This design comes from an exercise in tuning for small area and a short achievable clock period on the open sky130 flow, not from production work. RTL that was checked went through simulation tests only; none was proved equivalent to the original. The clock port is modelled as an ideal driver, which makes a skipped or thinned clock tree look cheaper than it is; a real chip needs a root buffer or a tree.

## uart_circle_area
module uart_circle_area (
  input         clock,
  input         reset,
  input         rx_i,
  output [7:0]  rx_data,
  output [31:0] area_o,
  output reg    rx_data_valid,
  output reg    rx_error
);
Size in the first run: roughly 380 cells after synthesis, ~34 flip-flops, ~45 I/O pins, ~0.0036 sq mm of cells after synthesis.
==> flow/config.mk <==
export PLATFORM = sky130hd
export DESIGN_NAME = uart_circle_area
export DESIGN_NICKNAME = uart_circle_area
export VERILOG_FILES = /design/flow/design.v
export SDC_FILE = /design/flow/constraint.sdc
export NUM_CORES = 4
export LEC_CHECK = 0
export ABC_AREA = 1
export CAP_MARGIN = 20
export CORE_MARGIN = 2
export CORE_UTILIZATION = 40
export SLEW_MARGIN = 20
export SYNTH_HIERARCHICAL = 1
==> flow/constraint.sdc <==
create_clock -name core_clock -period 24.0 [get_ports {clock}]
set_input_delay 4.8000 -clock core_clock [delete_from_list [all_inputs] [get_ports {clock}]]
set_output_delay 4.8000 -clock core_clock [all_outputs]
set_load 0.01 [all_outputs]
standard.sh (not shown) runs the stock make flow with config.mk's settings and CLKGATE_MAP_FILE= SYNTH_SCRIPT=/design/flow/synth_recipe.tcl, a recipe that flattens the netlist after the stock synthesis.
==> flow/flow/run.sh <==
#!/bin/bash
# The standard layout (the standard.sh: unchanged synthesis and steps) with
# these differences:
# - the port buffers that global placement puts on every input and output are
#   sky130_fd_sc_hd__buf_1 instead of the resizer's pick;
# - the tie-low cell that synthesis makes is not split into one cell per load
#   (SKIP_REPAIR_TIE_FANOUT), so the constant outputs share it;
# - after CTS, nbuf.tcl replaces the clock tree by 3 clkbuf_8 buffers, each fed
#   by the clock port and driving one placement cluster of the 34 flip-flops;
#   then the standard steps go on from global routing. The buffers are alike
#   and so are their loads, so all flip-flops see about the same clock arrival.
cp standard.sh standard.sh.txt
export BUFFER_PORTS_ARGS="-buffer_cell sky130_fd_sc_hd__buf_1"
export CTS_ARGS="-sink_clustering_enable -repair_clock_nets -buf_list sky130_fd_sc_hd__clkbuf_8 -root_buf sky130_fd_sc_hd__clkbuf_8 -dont_use_dummy_load"
export SKIP_REPAIR_TIE_FANOUT=1
bash standard.sh cts > standard_cts.log 2>&1
RES_DIR=orfs/results/sky130hd/uart_circle_area/base CLK_NET=clock NBUF=3 CLKBUF=sky130_fd_sc_hd__clkbuf_8 \
  openroad -no_init -exit flow/nbuf.tcl > nbuf.log 2>&1
bash standard.sh > standard.log 2>&1
Other scripts of this flow, unchanged in this note and not shown: flow/flow/nbuf.tcl
Rerun with:
--- a/flow/design.v
+++ b/flow/design.v
@@ -150,33 +150,33 @@
   wire s89, c90;
   kmul_fa u_s89 (.a(~s[11]), .b(s47), .ci(c46), .s(s89), .co(c90));
   wire s91, c92;
   kmul_fa u_s91 (.a(~s[12]), .b(s49), .ci(c48), .s(s91), .co(c92));
   wire s93, c94;
   kmul_fa u_s93 (.a(~s[13]), .b(s[11]), .ci(c50), .s(s93), .co(c94));
   wire s95 = s[14] ^ s[12];
   wire c96 = ~s[14] & s[12];
   wire s97 = s[15] ^ s[13];
   wire c98 = ~s[15] & s[13];
-  wire p99 = s53 ^ c52;
+  wire p99 = ~s53 | c52;
   wire g100 = ~s53 & c52;
-  wire p101 = s55 ^ c54;
+  wire p101 = s55 | c54;
   wire g102 = s55 & c54;
-  wire p103 = s57 ^ c56;
+  wire p103 = s57 | c56;
   wire g104 = s57 & c56;
-  wire p105 = s59 ^ c58;
+  wire p105 = s59 | c58;
   wire g106 = s59 & c58;
-  wire p107 = s61 ^ c60;
+  wire p107 = s61 | c60;
   wire g108 = s61 & c60;
-  wire p109 = s63 ^ c62;
+  wire p109 = s63 | c62;
   wire g110 = s63 & c62;
-  wire p111 = s65 ^ c64;
+  wire p111 = s65 | c64;
   wire g112 = s65 & c64;
   wire p113 = s67 ^ c66;
   wire g114 = s67 & c66;
   wire p115 = s69 ^ c68;
   wire g116 = s69 & c68;
   wire p117 = s71 ^ c70;
   wire g118 = s71 & c70;
   wire p119 = s73 ^ c72;
   wire g120 = s73 & c72;
   wire p121 = s75 ^ c74;
@@ -202,21 +202,21 @@
   wire p141 = s95 ^ c94;
   wire g142 = ~s95 & c94;
   wire p143 = s97 ^ c96;
   wire g144 = ~s97 & c96;
   wire p145 = s[14] ^ c98;
   wire g146 = ~s[14] & c98;
   wire p147 = s[15] ^ s[14];
   wire g148 = ~s[15] & s[14];
   wire G149 = ~s[10] & ~s[9];
   wire G150 = s51 | (~s51 & G149);
-  wire G151 = g100 | (~p99 & G150);
+  wire G151 = g100 | (p99 & G150);
   wire G152 = g102 | (p101 & G151);
   wire G153 = g104 | (p103 & G152);
   wire G154 = g106 | (p105 & G153);
   wire G155 = g108 | (p107 & G154);
   wire G156 = g110 | (p109 & G155);
   wire G157 = g112 | (p111 & G156);
   wire G158 = g114 | (p113 & G157);
   wire G159 = g116 | (p115 & G158);
   wire G160 = g118 | (p117 & G159);
   wire G161 = g120 | (p119 & G160);
The new run completed with no timing, DRC or antenna violations.
Global-route usage is about the same.
Clock skew goes up by 0.040 ns.
Routed wire length goes up by 1.4%.
Design area came out lower by 0.57%.
Setup slack is worse by 0.042 ns.
Worst hold slack is better by 0.025 ns.
First-iteration DRC count shrinks by 27%.
Cell count climbs by 1.4%.
Clock-buffer cell count does not change.
Via count grows by 4.7%.
Register-to-register slack is better by 0.43 ns.
Function not checked in the second run of this note: the RTL went through the layout flow alone.

-- separate check: timing with driven ports --
In the flow no input, the clock included, has a driving cell. The finished layouts below were timed again as built, in two steps.
Step 1, drivers: a clkbuf_16 drives clock and a buf_2 each remaining input, both assumed.
Step 2 adds t to the input delays and takes it off the output delays; t is the mean of the earliest and latest rising clock arrival at the registers after step 1. Input paths then give back, and output paths get back, about the clock's delay inside the block.
Slacks: ideal ports / drivers / drivers and shift; pairs: ideal ports / drivers.
run | t, ns | slack for setup (ns) | worst hold slack (ns) | clock arrival spread, ns | worst slew at a driven data input, ns
the first run | 0.193 | 18.110 / 18.057 / 18.119 | 0.495 / 0.495 / 0.495 | 0.020 / 0.019 | 0.03
the second run | 0.195 | 18.068 / 18.016 / 18.169 | 0.520 / 0.520 / 0.520 | 0.059 / 0.059 | 0.03
After both steps setup and hold are still met in every run listed.
